Context: an optimization exercise on an open-source flow, tuned for small area. The choices shown serve that exercise and are no tape-out recipe. Function was checked by simulation only, so behaviour that the tests miss may differ from the original. The clock port is modelled as an ideal driver, which makes a skipped or thinned clock tree look cheaper than it is; a real chip needs a root buffer or a tree. Power is estimated from default activity; no workload was simulated.

Design Pong, start of the top module:
module Pong (
   output j01,
   output j02,
   output j03,
   output j04,
   output j05,
   output j06,
   input j13,
   input j14,
   input j15,
   input j16,
   input j17,
   input j18,
   input clk_in,
   input rst_n
);
export LEC_CHECK = 0
export CAP_MARGIN = 20
export CORE_MARGIN = 2
export CORE_UTILIZATION = 80
export GPL_TIMING_DRIVEN = 0
export SLEW_MARGIN = 20
create_clock -name core_clock -period 10.0 [get_ports {clk_in}]
standard.sh (not shown) runs the stock make flow with config.mk's settings and CLKGATE_MAP_FILE= SYNTH_SCRIPT=/design/flow/synth_recipe.tcl, a recipe that flattens the netlist after the stock synthesis.
==> flow/flow/run.sh <==
#!/bin/bash
# Own layout flow: the standard synthesis, then the logic between the
# registers is re-mapped with a stronger ABC script (the registers, their
# names and cell types are kept), then the standard layout from the
# floorplan on. Each tool writes its output to a log file of its own.
set -euo pipefail
WORK=$(pwd)
FLOWDIR=$WORK/flow
R=$WORK/orfs/results/${FLOW_PLATFORM}/Pong/base
LIB=$FLOW_HOME/platforms/${FLOW_PLATFORM}/lib/sky130_fd_sc_hd__tt_025C_1v80.lib
# layout options (clock tree and port buffers)
source $FLOWDIR/opts.sh

# 1. standard synthesis
bash standard.sh synth > $WORK/log_1_synth.txt 2>&1
cp $R/1_2_yosys.v $WORK/1_2_yosys_standard.v

# 2. re-map the combinational logic with ABC's deepsyn: four seeds from the
#    standard netlist, then twice eight seeds from the smallest result so far
python3 $FLOWDIR/genlogic.py $LIB $WORK/cells_logic.v > $WORK/log_2_genlogic.txt 2>&1
DONT_USE=$(grep -o 'cell *( *"\?sky130_fd_sc_hd__\(lpflow\|probe\)[a-z0-9_]*' $LIB | sed 's/.*(\s*"\?//' | sed 's/^/-dont_use /' | tr '\n' ' ')
remap() {  # remap ROUND INPUT: writes reabc_ROUND_SEED.v and .area
  local RD=$1 IN=$2 S
  for S in 1 2 3 4; do
    sed "s/@SEED@/$((RD * 10 + S))/" $FLOWDIR/area.abc > $WORK/reabc_${RD}_$S.abc
    cat > $WORK/reabc_${RD}_$S.ys <<EOT
read_liberty -lib $LIB
read_verilog $WORK/cells_logic.v
read_verilog $IN
hierarchy -top $FLOW_TOP
rename -hide w:_* c:_*
flatten
techmap
opt -fast
abc -liberty $LIB $DONT_USE -script $WORK/reabc_${RD}_$S.abc
read_liberty -lib -overwrite $LIB
opt_clean -purge
splitnets
opt_clean -purge
hilomap -singleton -hicell sky130_fd_sc_hd__conb_1 HI -locell sky130_fd_sc_hd__conb_1 LO
insbuf -buf sky130_fd_sc_hd__buf_4 A X
check -assert -mapped
tee -o $WORK/reabc_${RD}_$S.area stat -liberty $LIB
write_verilog -noattr -noexpr -nohex -nodec $WORK/reabc_${RD}_$S.v
EOT
    yosys -s $WORK/reabc_${RD}_$S.ys > $WORK/log_2_reabc_${RD}_$S.txt 2>&1 &
  done
  wait
}
best() {  # the netlist with the smallest area among reabc_*.v
  local F
  for F in $WORK/reabc_*_*.v; do
    if [[ -s $F && -s ${F%.v}.area ]]; then
      echo "$(grep 'Chip area' ${F%.v}.area | awk '{print $NF}') $F"
    fi
  done | sort -g | head -1 | awk '{print $2}'
}
remap 1 $WORK/1_2_yosys_standard.v
B1=$(best)
remap 2 $B1
remap 3 $B1
B2=$(best)
remap 4 $B2
remap 5 $B2
BEST=$(best)
echo "rounds 1: $B1; 2-3: $B2; kept: $BEST" > $WORK/log_2_choice.txt
cp $BEST $R/1_2_yosys.v

# 3. standard layout from the synthesized netlist on
#    (after clock_tree_synthesis, flow/clock_tree.tcl replaces its tree with a
#    two-level one of fewer buffers)
POST_CTS_TCL=$FLOWDIR/clock_tree.tcl CTS_ARGS="$OPT_CTS_ARGS" BUFFER_PORTS_ARGS="$OPT_BUFFER_PORTS_ARGS" bash standard.sh finish > $WORK/log_3_layout.txt 2>&1
Other scripts of this flow, unchanged in this note and not shown: flow/flow/area.abc, flow/flow/clock_tree.tcl, flow/flow/genlogic.py, flow/flow/opts.sh
The first run passed the timing, design-rule and antenna checks.
Next try:
--- a/flow/flow/run.sh
+++ b/flow/flow/run.sh
@@ -16,6 +16,6 @@
 cp $R/1_2_yosys.v $WORK/1_2_yosys_standard.v
 
-# 2. re-map the combinational logic with ABC's deepsyn: four seeds from the
-#    standard netlist, then twice eight seeds from the smallest result so far
+# 2. re-map the combinational logic: two rounds of four seeds of ABC's
+#    deepsyn, the second round starting from the smallest result of the first
 python3 $FLOWDIR/genlogic.py $LIB $WORK/cells_logic.v > $WORK/log_2_genlogic.txt 2>&1
 DONT_USE=$(grep -o 'cell *( *"\?sky130_fd_sc_hd__\(lpflow\|probe\)[a-z0-9_]*' $LIB | sed 's/.*(\s*"\?//' | sed 's/^/-dont_use /' | tr '\n' ' ')
@@ -59,10 +59,6 @@
 B1=$(best)
 remap 2 $B1
-remap 3 $B1
-B2=$(best)
-remap 4 $B2
-remap 5 $B2
 BEST=$(best)
-echo "rounds 1: $B1; 2-3: $B2; kept: $BEST" > $WORK/log_2_choice.txt
+echo "round 1: $B1; kept: $BEST" > $WORK/log_2_choice.txt
 cp $BEST $R/1_2_yosys.v
 
- CORE_UTILIZATION: 80 -> 70
- GPL_TIMING_DRIVEN: 0 -> unset
Area after synthesis is about the same; total power hardly moves; core utilization fell by 11 points; final cell count is higher by a few percent; sequential share of layout area came out lower by 0.28 points; worst hold slack hardly moves; wire length came out lower slightly; design area climbs slightly; clock power increases slightly.
Next try:
--- a/flow/flow/run.sh
+++ b/flow/flow/run.sh
@@ -16,6 +16,6 @@
 cp $R/1_2_yosys.v $WORK/1_2_yosys_standard.v
 
-# 2. re-map the combinational logic: two rounds of four seeds of ABC's
-#    deepsyn, the second round starting from the smallest result of the first
+# 2. re-map the combinational logic: three rounds of four seeds of ABC's
+#    deepsyn, each round starting from the smallest result so far
 python3 $FLOWDIR/genlogic.py $LIB $WORK/cells_logic.v > $WORK/log_2_genlogic.txt 2>&1
 DONT_USE=$(grep -o 'cell *( *"\?sky130_fd_sc_hd__\(lpflow\|probe\)[a-z0-9_]*' $LIB | sed 's/.*(\s*"\?//' | sed 's/^/-dont_use /' | tr '\n' ' ')
@@ -59,6 +59,8 @@
 B1=$(best)
 remap 2 $B1
+B2=$(best)
+remap 3 $B2
 BEST=$(best)
-echo "round 1: $B1; kept: $BEST" > $WORK/log_2_choice.txt
+echo "round 1: $B1; round 2: $B2; kept: $BEST" > $WORK/log_2_choice.txt
 cp $BEST $R/1_2_yosys.v
 
- CORE_UTILIZATION: 70 -> 80
- GPL_TIMING_DRIVEN: unset -> 0
=> The new run finished clean; cell area came out lower slightly; via count came out higher by a few percent; worst setup slack loses 1.3 ns; area after synthesis is unchanged; power came out higher slightly; maximum frequency came out lower by about a fifth; hold slack gains 0.019 ns; wire length came out higher by a few percent; final cell count came out lower by a few percent; sequential share of layout area came out higher by 0.24 points.
In every run of this note, the design's own scripts or RTL, not TritonCTS, make the clock network.

---

Another version of the RTL of Pong (not shown whole).
Size: ~1300 cells after synthesis, ~9800 sq um of cells after synthesis.
==> flow/config.mk <==
export PLATFORM = sky130hd
export DESIGN_NAME = Pong
export DESIGN_NICKNAME = Pong
export VERILOG_FILES = /design/flow/design.v
export SDC_FILE = /design/flow/constraint.sdc
export NUM_CORES = 4
export LEC_CHECK = 0
export CAP_MARGIN = 20
export CORE_MARGIN = 2
export CORE_UTILIZATION = 70
export SLEW_MARGIN = 20
==> flow/constraint.sdc <==
create_clock -name core_clock -period 10.0 [get_ports {clk_in}]
set_input_delay 2.0000 -clock core_clock [delete_from_list [all_inputs] [get_ports {clk_in}]]
set_output_delay 2.0000 -clock core_clock [all_outputs]
set_load 0.01 [all_outputs]
==> flow/flow/run.sh <==
#!/bin/bash
# Own layout flow: the standard synthesis, then the logic between the
# registers is re-mapped with a stronger ABC script (the registers, their
# names and cell types are kept), then the standard layout from the
# floorplan on. Each tool writes its output to a log file of its own.
set -euo pipefail
WORK=$(pwd)
FLOWDIR=$WORK/flow
R=$WORK/orfs/results/${FLOW_PLATFORM}/Pong/base
LIB=$FLOW_HOME/platforms/${FLOW_PLATFORM}/lib/sky130_fd_sc_hd__tt_025C_1v80.lib
# layout options (clock tree and port buffers)
source $FLOWDIR/opts.sh

# 1. standard synthesis
bash standard.sh synth > $WORK/log_1_synth.txt 2>&1
cp $R/1_2_yosys.v $WORK/1_2_yosys_standard.v

# 2. re-map the combinational logic
python3 $FLOWDIR/genlogic.py $LIB $WORK/cells_logic.v > $WORK/log_2_genlogic.txt 2>&1
DONT_USE=$(grep -o 'cell *( *"\?sky130_fd_sc_hd__\(lpflow\|probe\)[a-z0-9_]*' $LIB | sed 's/.*(\s*"\?//' | sed 's/^/-dont_use /' | tr '\n' ' ')
cat > $WORK/reabc.ys <<EOT
read_liberty -lib $LIB
read_verilog $WORK/cells_logic.v
read_verilog $WORK/1_2_yosys_standard.v
hierarchy -top $FLOW_TOP
rename -hide w:_* c:_*
flatten
techmap
opt -fast
stat
abc -liberty $LIB $DONT_USE -script $FLOWDIR/area.abc
read_liberty -lib -overwrite $LIB
opt_clean -purge
splitnets
opt_clean -purge
hilomap -singleton -hicell sky130_fd_sc_hd__conb_1 HI -locell sky130_fd_sc_hd__conb_1 LO
insbuf -buf sky130_fd_sc_hd__buf_4 A X
check -assert -mapped
stat -liberty $LIB
write_verilog -noattr -noexpr -nohex -nodec $R/1_2_yosys.v
EOT
yosys -s $WORK/reabc.ys > $WORK/log_2_reabc.txt 2>&1

# 3. standard layout from the synthesized netlist on
CTS_ARGS="$OPT_CTS_ARGS" BUFFER_PORTS_ARGS="$OPT_BUFFER_PORTS_ARGS" bash standard.sh finish > $WORK/log_3_layout.txt 2>&1
==> flow/flow/area.abc <==
strash
&get -n
&deepsyn -T 60 -S 1
&dch -f
&nf -R 1000
&put
==> flow/flow/opts.sh <==
OPT_CTS_ARGS="-sink_clustering_enable -repair_clock_nets -dont_use_dummy_load -buf_list sky130_fd_sc_hd__clkbuf_16 -sink_clustering_size 50 -sink_clustering_max_diameter 120"
OPT_BUFFER_PORTS_ARGS="-buffer_cell sky130_fd_sc_hd__buf_1"
Other scripts of this flow, unchanged in this note and not shown: flow/flow/genlogic.py
Next try:
--- a/flow/flow/run.sh
+++ b/flow/flow/run.sh
@@ -16,8 +16,11 @@
 cp $R/1_2_yosys.v $WORK/1_2_yosys_standard.v
 
-# 2. re-map the combinational logic
+# 2. re-map the combinational logic (a few seeds of ABC's deepsyn, the
+#    smallest result is kept)
 python3 $FLOWDIR/genlogic.py $LIB $WORK/cells_logic.v > $WORK/log_2_genlogic.txt 2>&1
 DONT_USE=$(grep -o 'cell *( *"\?sky130_fd_sc_hd__\(lpflow\|probe\)[a-z0-9_]*' $LIB | sed 's/.*(\s*"\?//' | sed 's/^/-dont_use /' | tr '\n' ' ')
-cat > $WORK/reabc.ys <<EOT
+for S in 1 2 3; do
+  sed "s/@SEED@/$S/" $FLOWDIR/area.abc > $WORK/area_$S.abc
+  cat > $WORK/reabc_$S.ys <<EOT
 read_liberty -lib $LIB
 read_verilog $WORK/cells_logic.v
@@ -28,6 +31,5 @@
 techmap
 opt -fast
-stat
-abc -liberty $LIB $DONT_USE -script $FLOWDIR/area.abc
+abc -liberty $LIB $DONT_USE -script $WORK/area_$S.abc
 read_liberty -lib -overwrite $LIB
 opt_clean -purge
@@ -37,8 +39,17 @@
 insbuf -buf sky130_fd_sc_hd__buf_4 A X
 check -assert -mapped
-stat -liberty $LIB
-write_verilog -noattr -noexpr -nohex -nodec $R/1_2_yosys.v
+tee -o $WORK/area_$S.txt stat -liberty $LIB
+write_verilog -noattr -noexpr -nohex -nodec $WORK/reabc_$S.v
 EOT
-yosys -s $WORK/reabc.ys > $WORK/log_2_reabc.txt 2>&1
+  yosys -s $WORK/reabc_$S.ys > $WORK/log_2_reabc_$S.txt 2>&1 &
+done
+wait
+BEST=$(for S in 1 2 3; do
+  if [[ -s $WORK/area_$S.txt && -s $WORK/reabc_$S.v ]]; then
+    echo "$(grep 'Chip area' $WORK/area_$S.txt | awk '{print $NF}') $S"
+  fi
+done | sort -g | head -1 | awk '{print $2}')
+echo "kept seed $BEST" > $WORK/log_2_choice.txt
+cp $WORK/reabc_$BEST.v $R/1_2_yosys.v
 
 # 3. standard layout from the synthesized netlist on
==> flow/flow/area.abc (replaced) <==
strash
&get -n
&deepsyn -T 60 -S @SEED@
&put
dch -f
amap -m
topo
==> flow/flow/opts.sh (replaced) <==
OPT_CTS_ARGS="-sink_clustering_enable -repair_clock_nets -dont_use_dummy_load -buf_list sky130_fd_sc_hd__clkbuf_8"
OPT_BUFFER_PORTS_ARGS="-buffer_cell sky130_fd_sc_hd__buf_1"
What happened: Design area drops by a few percent; area after synthesis shrinks slightly; critical path depth went up by 4; maximum frequency fell by a few percent; die area is lower slightly; routed wire length came out higher by a few percent; final cell count rises by a little under a tenth; hold slack gains 9.6 ps; sequential cell count is unchanged.
Next try:
--- a/flow/flow/run.sh
+++ b/flow/flow/run.sh
@@ -16,11 +16,8 @@
 cp $R/1_2_yosys.v $WORK/1_2_yosys_standard.v
 
-# 2. re-map the combinational logic (a few seeds of ABC's deepsyn, the
-#    smallest result is kept)
+# 2. re-map the combinational logic
 python3 $FLOWDIR/genlogic.py $LIB $WORK/cells_logic.v > $WORK/log_2_genlogic.txt 2>&1
 DONT_USE=$(grep -o 'cell *( *"\?sky130_fd_sc_hd__\(lpflow\|probe\)[a-z0-9_]*' $LIB | sed 's/.*(\s*"\?//' | sed 's/^/-dont_use /' | tr '\n' ' ')
-for S in 1 2 3; do
-  sed "s/@SEED@/$S/" $FLOWDIR/area.abc > $WORK/area_$S.abc
-  cat > $WORK/reabc_$S.ys <<EOT
+cat > $WORK/reabc.ys <<EOT
 read_liberty -lib $LIB
 read_verilog $WORK/cells_logic.v
@@ -31,5 +28,6 @@
 techmap
 opt -fast
-abc -liberty $LIB $DONT_USE -script $WORK/area_$S.abc
+stat
+abc -liberty $LIB $DONT_USE -script $FLOWDIR/area.abc
 read_liberty -lib -overwrite $LIB
 opt_clean -purge
@@ -39,17 +37,8 @@
 insbuf -buf sky130_fd_sc_hd__buf_4 A X
 check -assert -mapped
-tee -o $WORK/area_$S.txt stat -liberty $LIB
-write_verilog -noattr -noexpr -nohex -nodec $WORK/reabc_$S.v
+stat -liberty $LIB
+write_verilog -noattr -noexpr -nohex -nodec $R/1_2_yosys.v
 EOT
-  yosys -s $WORK/reabc_$S.ys > $WORK/log_2_reabc_$S.txt 2>&1 &
-done
-wait
-BEST=$(for S in 1 2 3; do
-  if [[ -s $WORK/area_$S.txt && -s $WORK/reabc_$S.v ]]; then
-    echo "$(grep 'Chip area' $WORK/area_$S.txt | awk '{print $NF}') $S"
-  fi
-done | sort -g | head -1 | awk '{print $2}')
-echo "kept seed $BEST" > $WORK/log_2_choice.txt
-cp $WORK/reabc_$BEST.v $R/1_2_yosys.v
+yosys -s $WORK/reabc.ys > $WORK/log_2_reabc.txt 2>&1
 
 # 3. standard layout from the synthesized netlist on
==> flow/flow/area.abc (replaced) <==
strash
&get -n
&deepsyn -T 60 -S 1
&dch -f
&nf -R 1000
&put
==> flow/flow/opts.sh (replaced) <==
OPT_CTS_ARGS="-sink_clustering_enable -repair_clock_nets -dont_use_dummy_load -buf_list sky130_fd_sc_hd__clkbuf_8 -sink_clustering_size 30 -sink_clustering_max_diameter 80"
OPT_BUFFER_PORTS_ARGS="-buffer_cell sky130_fd_sc_hd__buf_1"
=>
- global-route usage is lower by 2.3 points
- power is higher slightly
- fmax is higher by a few percent
- area after synthesis is higher slightly
- core utilization is lower by 1.1 points
- sequential power is higher slightly
- die area is higher slightly
- count of clock-buffer cells in the layout stays the same
- wire length is lower by a few percent

## separate check: timing with driven ports
The results above use ideal ports. As a check the final layouts listed here were re-extracted and re-timed, cells and wires unchanged.
Step 1 assumes that a clkbuf_16 drives the clock port and a buf_2 every other input.
Step 2 times the ports against the registers' clock, not the clock port: input delays grow and output delays shrink by t, the midpoint of the rising clock arrivals with the driver on.
a / b / c = no drivers / after step 1 / after step 2; a / b = the first two.
run	t, ns	setup slack, ns	latest minus earliest clock arrival (ns)	pins driven straight from the clock port
the first run of note 1	0.479	3.592 / 3.592 / 3.592	0.021 / 0.022	1
the second run of note 1	0.500	5.163 / 5.163 / 4.755	0.022 / 0.022	1
the third run of note 1	0.498	3.873 / 3.873 / 3.689	0.023 / 0.023	1
the first run of note 2	0.463	5.014 / 5.014 / 5.014	0.022 / 0.022	1
the second run of note 2	0.491	4.768 / 4.768 / 4.768	0.032 / 0.033	1
the third run of note 2	0.497	5.019 / 5.019 / 5.019	0.033 / 0.033	1
After both steps setup and hold are still met in every run listed. The setup slack of the second run of note 1, which loses most, moves by 0.000 ns with the drivers and by -0.408 ns with both steps.
